What follows belongs to an exercise in optimizing a design on an open flow for small area; a production flow would make more cautious choices.
The RTL was checked by simulation tests, not by an equivalence proof against the original design.
The clock input has no modelled driver; a real chip could not lean on it and would need a root buffer or a full tree.
No activity file was given, so power comes from the tool's default toggle rates.

**flow/flow/run.sh**
```bash
#!/bin/bash
# Layout flow: the standard ORFS flow (standard.sh), with these changes:
#  - synthesis is the standard flow's script (synth_recipe.tcl) with only ABC's mapping script
#    replaced by flow/map.abc (area-oriented mapping, no buffering or upsizing);
#    the registers, their cells and names are the standard synthesis's: the standard
#    synthesis runs first, and flow/fixnames.py gives any register whose name yosys
#    numbered (rather than naming it after its net) the standard synthesis's name;
#  - port buffers of the smallest buffer cell (buf_1) instead of the default;
#  - after floorplan, every logic cell set to the smallest drive of its kind
#    (the design has ~8 ns of slack; later repair steps size up where needed);
#  - clock tree without dummy loads.
# Every tool's output is in orfs/logs/ (the standard synthesis's in std_logs/);
# make's own output in flow_*.log.
set -euo pipefail
here=$(pwd)
res=$here/orfs/results/$FLOW_PLATFORM/nuclear_top/base
# 1. the standard synthesis, for its register names
bash standard.sh synth > "$here/flow_std_synth.log" 2>&1
cp "$res/1_2_yosys.v" "$here/std_1_2_yosys.v"
cp -r "$here/orfs/logs" "$here/std_logs"
rm -rf "$here/orfs"
# 2. this flow's synthesis, names fixed to the standard ones
sed "s|@ABC_SCRIPT@|$here/flow/map.abc|" flow/synth_tmpl.tcl > "$here/flow_synth.tcl"
cat >> config.mk <<EOC
export BUFFER_PORTS_ARGS = -buffer_cell sky130_fd_sc_hd__buf_1
export POST_FLOORPLAN_TCL = $here/flow/downsize.tcl
export CTS_ARGS = -sink_clustering_enable -repair_clock_nets -dont_use_dummy_load
export POST_CTS_TCL = $here/flow/onebuf.tcl
EOC
bash standard.sh "SYNTH_SCRIPT=$here/flow_synth.tcl" "$res/1_2_yosys.v" > "$here/flow_synth.log" 2>&1
python3 flow/fixnames.py "$here/std_1_2_yosys.v" "$res/1_2_yosys.v" > "$here/fixnames.log" 2>&1
# 3. the rest of the standard flow
bash standard.sh "SYNTH_SCRIPT=$here/flow_synth.tcl" finish > "$here/flow_make.log" 2>&1
```
**flow/flow/downsize.tcl**
```tcl
# Set every non-sequential cell to the smallest-area drive strength of the same
# cell family (same name but the _N suffix), keeping its pins.
set ::dont_use_pats $::env(DONT_USE_CELLS)
proc is_dont_use {name} {
  foreach p $::dont_use_pats { if {[string match $p $name]} { return 1 } }
  return 0
}
set n 0
foreach inst [[ord::get_db_block] getInsts] {
  set m [$inst getMaster]
  set name [$m getName]
  if {![regexp {^(sky130_fd_sc_hd__[a-z0-9]+)_([0-9]+)$} $name -> base drive]} { continue }
  if {[regexp {df|dl|sdf|edf|conb|tap|fill|decap|clkbuf|clkinv|clkdly|dlygate|buf} $base]} { continue }
  set best $name
  set best_area [expr {[$m getWidth] * [$m getHeight]}]
  foreach d {0 1 2 4 6 8 12 16} {
    set cand ${base}_$d
    set cm [[ord::get_db] findMaster $cand]
    if {$cm == "NULL" || [is_dont_use $cand]} { continue }
    set a [expr {[$cm getWidth] * [$cm getHeight]}]
    if {$a < $best_area} { set best $cand; set best_area $a }
  }
  if {$best ne $name} {
    replace_cell [$inst getName] $best
    incr n
  }
}
puts "downsize: $n cells set to a smaller drive"
```
**flow/flow/fixnames.py**
```python
# fixnames.py STANDARD.v MINE.v : give each register of MINE.v the instance name the
# standard synthesis (STANDARD.v) gave the register driving the same net. Yosys names a
# register after its net, except one it re-creates (an enable it adds, say), which gets a
# number that depends on the rest of the netlist; this keeps those names the standard ones.
import re, sys
std, mine = sys.argv[1], sys.argv[2]
inst_re = re.compile(r'^(\s*)(sky130_fd_sc_hd__\w+)\s+(\S+)\s*\((.*?)\);', re.S | re.M)
def flops(text):
    out = {}
    for m in inst_re.finditer(text):
        cell, name, body = m.group(2), m.group(3), m.group(4)
        if re.match(r'sky130_fd_sc_hd__(df|sdf|edf)', cell):
            q = re.search(r'\.Q\((.*?)\)', body, re.S)
            out[q.group(1).strip()] = (name, cell)
    return out
s_text, m_text = open(std).read(), open(mine).read()
sf, mf = flops(s_text), flops(m_text)
assert set(sf) == set(mf), "register sets differ"
names = set(m.group(3) for m in inst_re.finditer(m_text))
ren = {}
for q, (mname, mcell) in mf.items():
    sname, scell = sf[q]
    assert mcell == scell, f"cell type differs for {q}: {mcell} vs {scell}"
    if mname != sname:
        ren[mname] = sname
# names taken by other cells in mine that we need: move those cells aside
taken = {v for v in ren.values() if v in names and v not in ren}
k = 0
for t in taken:
    while f"_fix{k}_" in names: k += 1
    ren[t] = f"_fix{k}_"; k += 1
def sub(m):
    n = m.group(3)
    return m.group(0) if n not in ren else m.group(0).replace(n, ren[n], 1)
m_text = inst_re.sub(lambda m: m.group(1) + m.group(2) + ' ' + ren.get(m.group(3), m.group(3)) + ' (' + m.group(4) + ');', m_text)
open(mine, 'w').write(m_text)
print("fixnames: renamed", ren)
```
**flow/flow/map.abc**
```
strash
&get -n
&dch -f
&nf -R 1000
&put
topo
```
**flow/flow/onebuf.tcl**
```tcl
# After CTS: hang every register on the clock tree's root buffer and remove the
# leaf buffers under it. The design has ~22 registers close together, which one
# clkbuf_16 drives with a clock-pin slew under the limit; the clock port
# still drives only the root buffer, made a clkbuf_16.
set block [ord::get_db_block]
set clk_net [[$block findBTerm clk_100MHz] getNet]
set root ""
foreach it [$clk_net getITerms] {
  set inst [$it getInst]
  if {[string match "sky130_fd_sc_hd__clkbuf_*" [[$inst getMaster] getName]]} { set root $inst }
}
if {$root eq ""} { error "onebuf: no root clock buffer" }
set root_out [[$root findITerm X] getNet]
set moved 0
set removed 0
foreach it [$root_out getITerms] {
  set inst [$it getInst]
  if {$inst == $root} { continue }
  if {![string match "sky130_fd_sc_hd__clkbuf_*" [[$inst getMaster] getName]]} { continue }
  set leaf_out [[$inst findITerm X] getNet]
  foreach lit [$leaf_out getITerms] {
    if {[$lit getInst] == $inst} { continue }
    $lit disconnect
    $lit connect $root_out
    incr moved
  }
  odb::dbInst_destroy $inst
  odb::dbNet_destroy $leaf_out
  incr removed
}
replace_cell [$root getName] sky130_fd_sc_hd__clkbuf_16
puts "onebuf: removed $removed leaf buffers, moved $moved clock pins to [$root_out getName]"
detailed_placement
check_placement -verbose
estimate_parasitics -placement
report_clock_min_period
```
**flow/flow/synth_tmpl.tcl**
```tcl
# The standard flow's synthesis script (synth_recipe.tcl) with ABC's mapping script replaced:
# the logic is mapped for area (amap) with no buffering or gate upsizing.
proc synth {args} { yosys synth -nofsm -noshare {*}$args }
proc abc {args} {
  set i [lsearch -exact $args -script]
  if {$i >= 0} { lset args [expr {$i + 1}] @ABC_SCRIPT@ }
  yosys abc {*}$args
}
source $::env(SCRIPTS_DIR)/synth.tcl
# left out here: clear keep_hierarchy, flatten, clean up, hide names made inside functions, write 1_2_yosys.v
```
**flow/standard.sh**
```bash
#!/bin/bash
# synth_recipe.tcl (not shown) runs the flow's synth.tcl, then flattens the netlist and writes it again
# the make line also repeats each setting of config.mk as NAME=value (left out here)
make -C /OpenROAD-flow-scripts/flow DESIGN_CONFIG=/design/flow/config.mk WORK_HOME=/design/flow/orfs CLKGATE_MAP_FILE= SYNTH_SCRIPT=/design/flow/synth_recipe.tcl "${@:-finish}"
```
**flow/config.mk**
```make
export PLATFORM = sky130hd
export DESIGN_NAME = nuclear_top
export DESIGN_NICKNAME = nuclear_top
export VERILOG_FILES = /design/flow/design.v
export SDC_FILE = /design/flow/constraint.sdc
export NUM_CORES = 4
export LEC_CHECK = 0
export ABC_AREA = 1
export CAP_MARGIN = 20
export CORE_MARGIN = 2
export CORE_UTILIZATION = 40
export SLEW_MARGIN = 20
export BUFFER_PORTS_ARGS = -buffer_cell sky130_fd_sc_hd__buf_1
export POST_FLOORPLAN_TCL = /design/flow/flow/downsize.tcl
export CTS_ARGS = -sink_clustering_enable -repair_clock_nets -dont_use_dummy_load
export POST_CTS_TCL = /design/flow/flow/onebuf.tcl
```
**flow/constraint.sdc**
```tcl
create_clock -name core_clock -period 14.0 [get_ports {clk_100MHz}]
set_input_delay 2.8000 -clock core_clock [delete_from_list [all_inputs] [get_ports {clk_100MHz}]]
set_output_delay 2.8000 -clock core_clock [all_outputs]
set_load 0.01 [all_outputs]
```
**flow/design.v**
```verilog
`timescale 1ns / 1ps
module vga_controller(
    input [1:0] qs,
    input [4:0] XHs,
    input [5:0] XLs,
    input [5:0] YHs,
    input [3:0] YLs,
    output [1:0] qns,
    output [4:0] XHns,
    output [5:0] XLns,
    output [5:0] YHns,
    output [3:0] YLns,
    output hsync,
    output vsync,
    output [2:0] c);
    wire new_n102;
    wire new_n103;
    wire new_n105;
    wire new_n106;
    wire new_n108;
    wire new_n109;
    wire new_n110;
    wire new_n113;
    wire new_n114;
    wire new_n116;
    wire new_n118;
    wire new_n121;
    wire new_n122;
    wire new_n123;
    wire new_n124;
    wire new_n125;
    wire new_n126;
    wire new_n127;
    wire new_n128;
    wire new_n129;
    wire new_n130;
    wire new_n132;
    wire new_n133;
    wire new_n134;
    wire new_n135;
    wire new_n136;
    wire new_n137;
    wire new_n138;
    wire new_n139;
    wire new_n140;
    wire new_n141;
    wire new_n142;
    wire new_n143;
    wire new_n145;
    wire new_n146;
    wire new_n147;
    wire new_n148;
    wire new_n149;
    wire new_n150;
    wire new_n151;
    wire new_n152;
    wire new_n153;
    wire new_n154;
    wire new_n155;
    wire new_n156;
    wire new_n157;
    wire new_n158;
    wire new_n159;
    wire new_n160;
    wire new_n161;
    wire new_n162;
    wire new_n163;
    wire new_n164;
    wire new_n165;
    wire new_n166;
    wire new_n167;
    wire new_n168;
    wire new_n169;
    wire new_n170;
    wire new_n171;
    wire new_n172;
    wire new_n173;
    wire new_n174;
    wire new_n175;
    wire new_n176;
    wire new_n177;
    wire new_n178;
    wire new_n179;
    wire new_n180;
    wire new_n181;
    wire new_n182;
    wire new_n183;
    wire new_n184;
    wire new_n185;
    wire new_n186;
    wire new_n187;
    wire new_n188;
    wire new_n189;
    wire new_n190;
    wire new_n191;
    wire new_n192;
    wire new_n193;
    wire new_n194;
    wire new_n195;
    wire new_n196;
    wire new_n197;
    wire new_n198;
    wire new_n199;
    wire new_n200;
    wire new_n201;
    wire new_n202;
    wire new_n203;
    wire new_n204;
    wire new_n205;
    wire new_n206;
    wire new_n207;
    wire new_n208;
    wire new_n209;
    wire new_n210;
    wire new_n211;
    wire new_n212;
    wire new_n213;
    wire new_n214;
    wire new_n215;
    wire new_n216;
    wire new_n217;
    wire new_n218;
    wire new_n219;
    wire new_n220;
    wire new_n223;
    wire new_n224;
    wire new_n225;
    wire new_n226;
    wire new_n227;
    wire new_n228;
    wire new_n229;
    wire new_n230;
    wire new_n231;
    wire new_n232;
    wire new_n233;
    wire new_n234;
    wire new_n235;
    wire new_n236;
    wire new_n237;
    wire new_n238;
    wire new_n239;
    wire new_n240;
    wire new_n54;
    wire new_n55;
    wire new_n56;
    wire new_n57;
    wire new_n58;
    wire new_n60;
    wire new_n62;
    wire new_n63;
    wire new_n64;
    wire new_n65;
    wire new_n66;
    wire new_n68;
    wire new_n69;
    wire new_n70;
    wire new_n73;
    wire new_n75;
    wire new_n78;
    wire new_n79;
    wire new_n80;
    wire new_n81;
    wire new_n83;
    wire new_n84;
    wire new_n85;
    wire new_n88;
    wire new_n89;
    wire new_n90;
    wire new_n91;
    wire new_n92;
    wire new_n93;
    wire new_n94;
    wire new_n95;
    wire new_n96;
    wire new_n97;
    wire new_n98;
    wire new_n99;
    assign qns[0] = ( ~ qs[1] );
    assign qns[1] = ( qs[0] );
    assign new_n54 = ( XLs[0] ) | ( XLs[1] );
    assign new_n55 = ( ~ qs[0] & ~ qs[1] & ~ new_n54 );
    assign new_n56 = ( ~ XLs[2] & ~ XLs[3] );
    assign new_n57 = ( ~ new_n55 ) | ( ~ new_n56 );
    assign new_n58 = ( ~ XLs[4] & ~ XLs[5] & ~ new_n57 );
    assign XHns[0] = ( XHs[0] & ~ new_n58 ) | ( ~ XHs[0] & new_n58 );
    assign new_n60 = ( XHs[0] ) | ( ~ new_n58 );
    assign XHns[1] = ( ~ XHs[1] & ~ new_n60 ) | ( XHs[1] & new_n60 );
    assign new_n62 = ( ~ XHs[3] & ~ XHs[4] );
    assign new_n63 = ( ~ XHs[0] & ~ XHs[1] );
    assign new_n64 = ( ~ new_n58 ) | ( ~ new_n63 );
    assign new_n65 = ( XHs[2] ) | ( new_n64 );
    assign new_n66 = ( ~ XHs[2] ) | ( ~ new_n64 );
    assign XHns[2] = ( ~ new_n62 & ~ new_n65 ) | ( ~ new_n66 );
    assign new_n68 = ( ~ XHs[3] & ~ new_n65 );
    assign new_n69 = ( ~ XHs[4] ) | ( ~ new_n68 );
    assign new_n70 = ( ~ XHs[3] ) | ( ~ new_n65 );
    assign XHns[3] = ( ~ new_n69 ) | ( ~ new_n70 );
    assign XHns[4] = ( XHs[4] & ~ new_n68 ) | ( ~ XHs[4] & new_n68 );
    assign new_n73 = ( ~ qs[0] & ~ qs[1] );
    assign XLns[0] = ( XLs[0] & ~ new_n73 ) | ( ~ XLs[0] & new_n73 );
    assign new_n75 = ( ~ qs[0] & ~ qs[1] & ~ XLs[0] );
    assign XLns[1] = ( XLs[1] & ~ new_n75 ) | ( ~ XLs[1] & new_n75 );
    assign XLns[2] = ( XLs[2] & ~ new_n55 ) | ( ~ XLs[2] & new_n55 );
    assign new_n78 = ( ~ XLs[2] & ~ new_n54 );
    assign new_n79 = ( ~ new_n73 ) | ( ~ new_n78 );
    assign new_n80 = ( ~ XLs[3] ) | ( ~ new_n79 );
    assign new_n81 = ( ~ XLs[3] & ~ XLs[4] & ~ XLs[5] );
    assign XLns[3] = ( ~ new_n57 & ~ new_n81 ) | ( ~ new_n80 & ~ new_n81 );
    assign new_n83 = ( ~ XLs[4] & ~ new_n57 );
    assign new_n84 = ( ~ XLs[5] ) | ( ~ new_n83 );
    assign new_n85 = ( ~ XLs[4] ) | ( ~ new_n57 );
    assign XLns[4] = ( ~ new_n84 ) | ( ~ new_n85 );
    assign XLns[5] = ( XLs[5] & ~ new_n83 ) | ( ~ XLs[5] & new_n83 );
    assign new_n88 = ( ~ YHs[0] );
    assign new_n89 = ( XHs[3] ) | ( XHs[4] ) | ( new_n65 );
    assign new_n90 = ( ~ YLs[0] & ~ new_n89 );
    assign new_n91 = ( ~ YLs[1] & ~ YLs[2] & ~ YLs[3] );
    assign new_n92 = ( ~ new_n88 ) | ( ~ new_n90 ) | ( ~ new_n91 );
    assign new_n93 = ( ~ YHs[4] & ~ YHs[5] );
    assign new_n94 = ( ~ YHs[2] & ~ YHs[3] );
    assign new_n95 = ( ~ new_n93 ) | ( ~ new_n94 );
    assign new_n96 = ( ~ YHs[1] & ~ new_n95 );
    assign new_n97 = ( ~ YLs[1] & ~ YLs[2] );
    assign new_n98 = ( ~ new_n90 ) | ( ~ new_n97 );
    assign new_n99 = ( ~ YLs[3] & ~ new_n98 ) | ( ~ YHs[0] );
    assign YHns[0] = ( ~ new_n92 & ~ new_n96 ) | ( ~ new_n99 );
    assign YHns[1] = ( ~ YHs[1] & ~ new_n92 ) | ( YHs[1] & new_n92 );
    assign new_n102 = ( ~ YHs[1] & ~ new_n92 );
    assign new_n103 = ( ~ YHs[2] & ~ new_n102 ) | ( YHs[2] & new_n102 );
    assign YHns[2] = ( ~ new_n93 & ~ new_n103 ) | ( ~ new_n94 & ~ new_n103 );
    assign new_n105 = ( ~ new_n94 ) | ( ~ new_n102 );
    assign new_n106 = ( ~ YHs[1] & ~ YHs[2] & ~ new_n92 ) | ( ~ YHs[3] );
    assign YHns[3] = ( ~ new_n93 & ~ new_n105 ) | ( ~ new_n106 );
    assign new_n108 = ( ~ YHs[4] & ~ new_n105 );
    assign new_n109 = ( ~ YHs[5] ) | ( ~ new_n108 );
    assign new_n110 = ( ~ YHs[4] ) | ( ~ new_n105 );
    assign YHns[4] = ( ~ new_n109 ) | ( ~ new_n110 );
    assign YHns[5] = ( YHs[5] & ~ new_n108 ) | ( ~ YHs[5] & new_n108 );
    assign new_n113 = ( YLs[0] ) | ( new_n89 );
    assign new_n114 = ( ~ YLs[0] ) | ( ~ new_n89 );
    assign YLns[0] = ( ~ new_n113 & ~ new_n91 ) | ( ~ new_n114 );
    assign new_n116 = ( ~ YLs[1] );
    assign YLns[1] = ( ~ new_n116 & ~ new_n90 ) | ( new_n116 & new_n90 );
    assign new_n118 = ( ~ YLs[1] & ~ new_n113 ) | ( ~ YLs[2] );
    assign YLns[2] = ( ~ new_n98 ) | ( ~ new_n118 );
    assign YLns[3] = ( ~ YLs[3] & ~ new_n98 ) | ( YLs[3] & new_n98 );
    assign new_n121 = ( ~ XLs[4] & ~ XLs[5] );
    assign new_n122 = ( ~ qs[0] );
    assign new_n123 = ( ~ new_n122 & ~ qs[1] ) | ( ~ new_n78 );
    assign new_n124 = ( ~ XLs[3] & ~ XLs[5] ) | ( ~ new_n123 & ~ XLs[5] );
    assign new_n125 = ( ~ XHs[0] ) | ( ~ XHs[1] );
    assign new_n126 = ( ~ new_n121 & ~ new_n124 & ~ new_n125 );
    assign new_n127 = ( ~ XLs[1] & ~ XLs[2] ) | ( ~ XLs[3] );
    assign new_n128 = ( ~ new_n121 ) | ( ~ new_n127 );
    assign new_n129 = ( XHs[0] & new_n128 ) | ( XHs[1] );
    assign new_n130 = ( ~ XHs[0] & ~ new_n129 ) | ( ~ XLs[3] & ~ new_n129 ) | ( ~ new_n123 & ~ new_n129 );
    assign hsync = ( ~ XHs[2] & ~ new_n126 & ~ new_n130 & new_n62 );
    assign new_n132 = ( XHs[0] ) | ( XHs[1] ) | ( XHs[2] );
    assign new_n133 = ( ~ new_n81 ) | ( ~ new_n62 );
    assign new_n134 = ( ~ YLs[0] & ~ new_n132 & ~ new_n123 & ~ new_n133 );
    assign new_n135 = ( ~ YLs[2] );
    assign new_n136 = ( ~ YLs[0] & ~ YLs[1] ) | ( ~ YLs[2] );
    assign new_n137 = ( ~ YLs[0] );
    assign new_n138 = ( ~ new_n116 & ~ YLs[3] ) | ( ~ XLs[0] & ~ new_n137 );
    assign new_n139 = ( ~ new_n137 & ~ new_n116 & ~ new_n135 );
    assign new_n140 = ( new_n88 & YLs[2] & new_n138 ) | ( new_n139 & YLs[3] );
    assign new_n141 = ( new_n88 & YLs[3] & new_n136 ) | ( new_n140 );
    assign new_n142 = ( ~ YHs[1] & ~ new_n97 & ~ new_n95 );
    assign new_n143 = ( ~ new_n135 & ~ new_n134 ) | ( ~ new_n141 ) | ( ~ new_n142 );
    assign vsync = ( ~ YLs[1] & ~ new_n143 ) | ( ~ new_n134 & ~ new_n143 );
    assign new_n145 = ( YLs[3] & ~ new_n97 );
    assign new_n146 = ( YHs[0] ) | ( YHs[1] ) | ( new_n145 );
    assign new_n147 = ( ~ XLs[1] & ~ XLs[5] ) | ( ~ XLs[2] & ~ XLs[5] ) | ( ~ XLs[3] & ~ XLs[5] ) | ( ~ XLs[4] & ~ XLs[5] );
    assign new_n148 = ( ~ XHs[3] ) | ( ~ YHs[3] ) | ( ~ new_n147 );
    assign new_n149 = ( ~ YHs[0] & ~ YHs[2] ) | ( ~ YHs[1] & ~ YHs[2] ) | ( ~ new_n145 & ~ YHs[2] );
    assign new_n150 = ( ~ YHs[2] & ~ new_n148 & ~ new_n149 ) | ( ~ new_n146 & ~ new_n148 & ~ new_n149 );
    assign new_n151 = ( ~ XHs[0] ) | ( ~ XHs[1] ) | ( ~ XHs[2] );
    assign new_n152 = ( new_n150 & ~ new_n151 );
    assign new_n153 = ( ~ XLs[0] & ~ new_n138 ) | ( ~ YLs[2] );
    assign new_n154 = ( ~ new_n116 ) | ( ~ YLs[3] );
    assign new_n155 = ( ~ YLs[0] & ~ YLs[2] ) | ( ~ YLs[1] & ~ YLs[2] );
    assign new_n156 = ( ~ YHs[0] ) | ( ~ new_n91 );
    assign new_n157 = ( ~ YHs[0] & ~ new_n139 & ~ new_n155 ) | ( ~ new_n156 );
    assign new_n158 = ( ~ new_n153 & ~ new_n157 ) | ( ~ new_n154 & ~ new_n157 );
    assign new_n159 = ( ~ new_n135 & ~ new_n158 ) | ( ~ YLs[3] & ~ new_n158 );
    assign new_n160 = ( ~ YLs[0] & ~ XLs[0] ) | ( ~ new_n97 & ~ XLs[0] );
    assign new_n161 = ( ~ new_n141 & ~ new_n159 & ~ new_n160 );
    assign new_n162 = ( ~ XLs[1] & ~ new_n161 );
    assign new_n163 = ( ~ YHs[0] & ~ YLs[3] );
    assign new_n164 = ( ~ YLs[1] & ~ new_n157 ) | ( ~ new_n163 & ~ new_n157 );
    assign new_n165 = ( ~ YLs[2] & ~ YLs[3] ) | ( YHs[0] );
    assign new_n166 = ( ~ YLs[3] & ~ new_n165 ) | ( ~ new_n139 & ~ new_n165 );
    assign new_n167 = ( ~ XLs[3] & ~ new_n166 );
    assign new_n168 = ( ~ XLs[0] & ~ new_n164 ) | ( ~ new_n167 ) | ( ~ XLs[2] );
    assign new_n169 = ( ~ YLs[0] ) | ( ~ new_n97 );
    assign new_n170 = ( ~ new_n157 & ~ new_n166 ) | ( ~ new_n157 & ~ new_n169 ) | ( ~ new_n160 & ~ new_n166 ) | ( ~ new_n160 & ~ new_n169 );
    assign new_n171 = ( ~ XLs[1] ) | ( ~ XLs[2] ) | ( ~ new_n170 );
    assign new_n172 = ( XLs[1] ) | ( ~ XLs[2] ) | ( ~ new_n164 );
    assign new_n173 = ( ~ XLs[3] ) | ( ~ new_n171 ) | ( ~ new_n172 );
    assign new_n174 = ( ~ new_n162 & ~ new_n168 ) | ( ~ new_n173 );
    assign new_n175 = ( ~ XLs[2] & ~ new_n159 ) | ( ~ new_n54 & ~ new_n159 );
    assign new_n176 = ( ~ new_n127 & ~ new_n175 & ~ XLs[4] ) | ( ~ new_n127 & ~ XLs[1] & ~ XLs[4] ) | ( ~ new_n141 & ~ new_n175 & ~ XLs[4] ) | ( ~ new_n141 & ~ XLs[1] & ~ XLs[4] );
    assign new_n177 = ( ~ new_n54 & ~ new_n141 & new_n164 );
    assign new_n178 = ( ~ new_n161 & ~ new_n177 ) | ( ~ XLs[5] );
    assign new_n179 = ( ~ XLs[3] & ~ new_n170 ) | ( ~ new_n54 & ~ new_n170 );
    assign new_n180 = ( ~ XLs[0] & ~ XLs[2] ) | ( ~ XLs[1] & ~ XLs[2] );
    assign new_n181 = ( XLs[0] & XLs[1] & new_n166 ) | ( new_n141 );
    assign new_n182 = ( ~ new_n164 & ~ new_n181 & ~ new_n78 ) | ( ~ new_n164 & ~ XLs[2] & ~ new_n78 ) | ( ~ new_n180 & ~ new_n181 & ~ new_n78 ) | ( ~ new_n180 & ~ XLs[2] & ~ new_n78 );
    assign new_n183 = ( ~ new_n180 );
    assign new_n184 = ( ~ XLs[3] & ~ new_n166 ) | ( ~ XLs[4] );
    assign new_n185 = ( ~ XLs[3] & ~ new_n184 ) | ( ~ new_n175 & ~ new_n184 ) | ( ~ new_n183 & ~ new_n184 );
    assign new_n186 = ( ~ new_n179 & ~ new_n182 ) | ( ~ new_n185 );
    assign new_n187 = ( ~ new_n178 ) | ( ~ new_n186 );
    assign new_n188 = ( ~ new_n174 & ~ new_n187 ) | ( ~ new_n176 & ~ new_n187 );
    assign new_n189 = ( ~ YHs[0] & ~ new_n145 ) | ( ~ YHs[1] );
    assign new_n190 = ( ~ YHs[3] ) | ( ~ YHs[4] ) | ( ~ new_n189 );
    assign new_n191 = ( ~ YLs[0] & ~ new_n146 ) | ( ~ YLs[3] & ~ new_n146 );
    assign new_n192 = ( ~ XLs[3] & ~ XLs[4] );
    assign new_n193 = ( ~ new_n192 ) | ( ~ new_n180 );
    assign new_n194 = ( XLs[5] & new_n193 ) | ( new_n132 ) | ( XHs[4] );
    assign new_n195 = ( ~ new_n163 & YHs[1] ) | ( ~ new_n136 & YHs[1] );
    assign new_n196 = ( ~ YHs[2] & ~ new_n195 ) | ( ~ YHs[3] );
    assign new_n197 = ( XHs[0] ) | ( ~ new_n147 );
    assign new_n198 = ( ~ XHs[1] & ~ XHs[2] ) | ( ~ new_n197 & ~ XHs[2] );
    assign new_n199 = ( ~ XHs[2] & ~ new_n198 & ~ YHs[3] ) | ( ~ new_n129 & ~ new_n198 & ~ YHs[3] );
    assign new_n200 = ( ~ YHs[0] & ~ YHs[1] ) | ( ~ new_n145 & ~ YHs[1] );
    assign new_n201 = ( ~ YHs[2] & ~ YHs[3] ) | ( ~ YHs[0] );
    assign new_n202 = ( ~ new_n200 ) | ( ~ new_n201 );
    assign new_n203 = ( ~ YHs[2] ) | ( ~ new_n202 );
    assign new_n204 = ( ~ new_n202 & ~ YHs[2] ) | ( ~ new_n132 & ~ new_n128 ) | ( ~ XHs[3] );
    assign new_n205 = ( ~ YHs[3] & ~ new_n204 ) | ( ~ new_n198 & ~ new_n204 );
    assign new_n206 = ( ~ new_n147 & ~ new_n151 ) | ( ~ new_n203 ) | ( ~ new_n205 );
    assign new_n207 = ( ~ new_n199 & ~ new_n206 ) | ( ~ YHs[4] );
    assign new_n208 = ( ~ YHs[3] ) | ( ~ YHs[4] );
    assign new_n209 = ( ~ new_n128 ) | ( ~ new_n146 );
    assign new_n210 = ( ~ new_n190 & ~ new_n209 );
    assign new_n211 = ( ~ new_n151 & ~ new_n210 ) | ( ~ new_n62 );
    assign new_n212 = ( ~ XHs[3] & ~ new_n132 ) | ( ~ XHs[4] );
    assign new_n213 = ( ~ new_n149 & ~ new_n208 ) | ( ~ new_n211 ) | ( ~ new_n212 );
    assign new_n214 = ( ~ new_n196 & ~ new_n213 & ~ YHs[5] ) | ( ~ new_n207 & ~ new_n213 & ~ YHs[5] );
    assign new_n215 = ( ~ new_n188 & ~ new_n190 & ~ new_n191 & ~ new_n194 ) | ( ~ new_n214 );
    assign new_n216 = ( ~ XLs[4] ) | ( ~ YHs[2] );
    assign new_n217 = ( ~ XHs[1] ) | ( ~ XHs[2] ) | ( ~ new_n93 );
    assign new_n218 = ( ~ XHs[4] & ~ new_n56 & ~ new_n216 & ~ new_n217 );
    assign new_n219 = ( ~ new_n195 & ~ new_n200 );
    assign new_n220 = ( ~ YHs[3] ) | ( ~ new_n147 ) | ( ~ new_n218 ) | ( ~ new_n219 );
    assign c[1] = ( ~ new_n152 & ~ new_n215 ) | ( ~ new_n220 );
    assign c[0] = ( ~ new_n150 & c[1] );
    assign new_n223 = ( ~ XLs[2] ) | ( ~ new_n54 );
    assign new_n224 = ( ~ XHs[4] ) | ( ~ XLs[5] );
    assign new_n225 = ( ~ new_n192 & ~ new_n224 ) | ( ~ new_n223 & ~ new_n224 );
    assign new_n226 = ( ~ YHs[0] ) | ( ~ YLs[3] );
    assign new_n227 = ( ~ YHs[1] ) | ( ~ YHs[2] ) | ( ~ YHs[3] );
    assign new_n228 = ( ~ YHs[1] & ~ new_n226 ) | ( ~ new_n227 );
    assign new_n229 = ( ~ YHs[0] & ~ YHs[3] ) | ( ~ YHs[2] & ~ YHs[3] ) | ( ~ YLs[3] & ~ YHs[3] );
    assign new_n230 = ( XHs[2] & new_n78 & new_n81 & new_n63 );
    assign new_n231 = ( ~ XLs[1] ) | ( ~ XLs[2] );
    assign new_n232 = ( XHs[2] ) | ( ~ XLs[5] ) | ( ~ XHs[0] ) | ( ~ XHs[1] );
    assign new_n233 = ( ~ new_n192 & ~ new_n232 ) | ( ~ new_n231 & ~ new_n232 );
    assign new_n234 = ( ~ new_n230 & ~ new_n233 ) | ( ~ new_n228 & ~ new_n229 );
    assign new_n235 = ( YHs[1] & ~ YHs[4] ) | ( ~ YHs[1] & YHs[4] );
    assign new_n236 = ( ~ new_n145 & ~ new_n201 & ~ new_n235 );
    assign new_n237 = ( ~ YLs[3] & ~ new_n139 ) | ( ~ new_n236 );
    assign new_n238 = ( ~ YHs[2] & ~ YHs[4] );
    assign new_n239 = ( ~ new_n163 ) | ( ~ new_n238 );
    assign new_n240 = ( ~ new_n133 & ~ new_n183 ) | ( ~ new_n234 ) | ( ~ new_n237 ) | ( ~ new_n239 );
    assign c[2] = ( ~ new_n150 & ~ new_n215 & ~ new_n225 & ~ new_n240 ) | ( ~ new_n151 & ~ new_n215 & ~ new_n225 & ~ new_n240 );
endmodule
`timescale 1ns / 1ps
module simple_nuclear_display(
    input clk_100MHz,
    input reset,
    input [11:0] sw,
    output hsync,
    output vsync,
    output [11:0] rgb
);
    reg  [1:0] qs;
    wire [1:0] qns;
    reg  [4:0] XHs;
    wire [4:0] XHns;
    reg  [5:0] XLs;
    wire [5:0] XLns;
    reg  [5:0] YHs;
    wire [5:0] YHns;
    reg  [3:0] YLs;
    wire [3:0] YLns;
    wire [2:0] c;
    vga_controller logic_i(.qs(qs), .qns(qns), .XHs(XHs), .XHns(XHns), .XLs(XLs), .XLns(XLns), .YHs(YHs), .YHns(YHns), .YLs(YLs), .YLns(YLns), .hsync(hsync), .vsync(vsync), .c(c));
    always @(posedge clk_100MHz or posedge reset)
        if (reset) begin
            qs <= 2'd0;
            XHs <= 5'd0;
            XLs <= 6'd1;
            YHs <= 6'd0;
            YLs <= 4'd0;
        end else begin
            qs <= qns;
            XHs <= XHns;
            XLs <= XLns;
            YHs <= YHns;
            YLs <= YLns;
        end
    assign rgb = {{4{c[2]}}, c[1], {3{c[0]}}, 4'b0000};
endmodule
`timescale 1ns / 1ps
module nuclear_top(
    input clk_100MHz,
    input reset,
    input [11:0] sw,
    output hsync,
    output vsync,
    output [11:0] rgb
);
    simple_nuclear_display display(
        .clk_100MHz(clk_100MHz),
        .reset(reset),
        .sw(sw),
        .hsync(hsync),
        .vsync(vsync),
        .rgb(rgb)
    );
endmodule
```
==> out/metrics.yaml <==
status: "finished clean"
grt_pass1_vias: 1400
final_core_util: 0.439
grt_overflow: 0
powerDensity_nw_per_um2: 56.1
first_pass_iters: 4
antenna_found_initial: 0
final_cell_mix: "nand2_1, nor2_1, dfrtp_1, a21oi_1"
finalSetupViolations: 0
syn2layout_area_growth_pct: 4.32
synth_seq_area_share: 0.337
ir_drop_v: 0.0000458
syn-cell-area_sq_um: 1710
drtAntennaViolNets: 0
fin_tns_setup_ns: 0
worst_slew_pin_slew_ns: 0.970
finClkSkew_ns: 0.00142
dieArea_sq_um: 4810
hold_path.class: "reg2reg"
die_w_um: 69.4
die_y_um: 69.4
initial_utilization: 0.421
synth_top_flop_cell: "dfrtp_1"
critPathMaxFanout: 7
drc: 0
final-hold-violation-count: 0
grt_max_degree: 24
fin_crit_ns: 6.36
cts.sinks: 23
synth_edf_count: 0
vias: 1676
critPathKind: "reg2out"
drv_slew: 0
diodes: 0
cap_violations: 0
hpwl_mm: 2.96
cpPeakStageDelay_ns: 0.81
drtIter0Drc: 160
ys.warnings.count: 1
cpMaxStageDelayCell: "o311ai_0"
arrival_ns: 3.56
crit_family: "compound AO/OA/AOI/OAI gates"
portBuffers: 11
grtUsageTotal: 0.187
clkLatencyLatePin_ns: 0.16
fmax_mhz: 157
fin_crit_sh: 0.455
p_leak_nw: 0.697
wl_per_cell_um: 14.5
num_rows: 23
required_ns: 11.20
gp_congestion: 0.868
syn_area_per_cell_sq_um: 7.66
final_common_cell: "nand2_1"
wirelength_mm: 4.06
endpoint_kind: "output port"
cp-start-kind: "flip-flop"
critPathBufInv: 2
grt_setup_unrepaired: "no"
ys_types: 38
async_reset_ff_frac: 1.00
core_sq_um: 4060
slew_headroom: 0.345
crit_path_cell_trace: "clkinv_1 > nor2_1 > a21oi_1 > o311ai_0 > nor3_1 > o211ai_1 > nand2_1 > a221oi_1 > o31ai_1 > a2111oi_1 > buf_1"
drive_gt1_frac: 0.00873
grt_pass1_wl_mm: 6.80
synthCells: 223
nets: 253
synth_seq_cells: 23
whs_ns: 0.440
vias_per_cell: 6.01
cts.clk_slew.worst_paths_ns: 0.10
ios: 28
==> Yosys cell counts, types with 5 or more instances <==
master | number | area [sq um]
dfrtp_1 | 22 | 551
nor3_1 | 8 | 40.0
buf_4 | 9 | 67.6
a21o_1 | 5 | 37.5
o31ai_1 | 5 | 37.5
nor2_1 | 25 | 93.8
clkinv_1 | 17 | 63.8
ha_1 | 8 | 100
nand2_1 | 28 | 105
o21ai_0 | 17 | 85.1
a21oi_1 | 21 | 105
nand3_1 | 9 | 45.0
==> registers in the layout, indices dropped and copies added (netlist names) <==
name and count:
display.YLs 4, display.qs 2, display.XLs 6, display.YHs 6
display.XHs 5
==> where the power goes <==
part	internal [mW]	switching (mW)
Combinational	0.0000856	0.00179
Clock	0.0132	0.0186
Sequential	0.0664	0
Total	0.0797	0.0204
==> metrics by stage <==
step                      cell area, sq um  setup WS, ns  power [mW]  cells
after floorplan                       1720          7.97      0.0700    226
after global placement                1760          7.73      0.0697    278
after detailed placement              1760          7.69      0.0697    278
after global routing                  1780          7.19       0.103    279
final                                 1780          7.64       0.100    279
==> routing by layer <==
metal  part of all wire  GRT usage  routed length [um]
met1               0.49      0.295                1990
met2               0.44      0.282                1800
met3              0.054     0.0174                 219
met4              0.012     0.0240                  48
met5                  0          0                   0
==> final cells by class <==
cell class	count	area, sq um
fill	430	2270
timing repair buffer	11	41.3
sequential	23	577
inverter	17	63.8
tap	50	62.6
multi-input combinational	177	1010
clock buffer	1	25.0
==> path summary, 6_finish.rpt <==
path	from	endpoint	slack, ns	cells past startpoint
max	display.YLs[1]	rgb[10]	7.64	11
min	display.qs[0]	display.qs[1]	0.44	0
max reg2reg	display.XLs[1]	display.YHs[5]	10.69	13
min reg2reg	display.qs[0]	display.qs[1]	0.44	0
max in group asynchronous	reset	display.XLs[2]	10.94	2
min in group asynchronous	reset	display.YLs[1]	2.66	2
==> worst register-to-register path, stage by stage, from the launching register on <==
cell and delay [ns]:
dfrtp_1 0.51, or2_0 0.38, nor3_1 0.28, nand2_1 0.16
nor3_1 0.37, nand3_1 0.23, or2_0 0.31, nor2_1 0.18
nand2_1 0.12, clkinv_1 0.07, ha_1 0.17, nand2_1 0.09
nor2_1 0.10, ha_1 0.23
==> cells by family (layout without fill, tap and decap cells) <==
| group | count (synthesis) | in the layout | share of synthesized area |
|---|---|---|---|
| AND/OR/NAND/NOR | 87 | 87 | 0.231 |
| AO/OA/AOI/OAI | 73 | 73 | 0.269 |
| flip-flops | 23 | 23 | 0.337 |
| other | 1 | 4 | 0.00219 |
| adder cells (fa/ha/maj) | 8 | 8 | 0.0586 |
| XOR/XNOR | 5 | 5 | 0.0256 |
| buffers and inverters | 26 | 29 | 0.0769 |

-- what the ideal ports hide --
How much do the figures lean on ideal ports? The routed layout below was timed once more, with nothing changed but the port constraints. Step 1, drivers: a clkbuf_16 drives clk_100MHz and a buf_2 each remaining input, both assumed. Step 2 also shifts input and output timing later by t, the mid clock arrival at the registers, as if the neighbouring blocks saw the same clock. Slacks: no drivers / after step 1 / after step 2; pairs: no drivers / after step 1.
t, ns: 0.189
slack for setup (ns): 7.636 / 7.605 / 7.794
worst data-port slew with drivers (ns): 0.03
After both steps this run still meets setup and hold. The setup slack of this run moves by -0.031 ns with the drivers and by +0.158 ns with both steps.
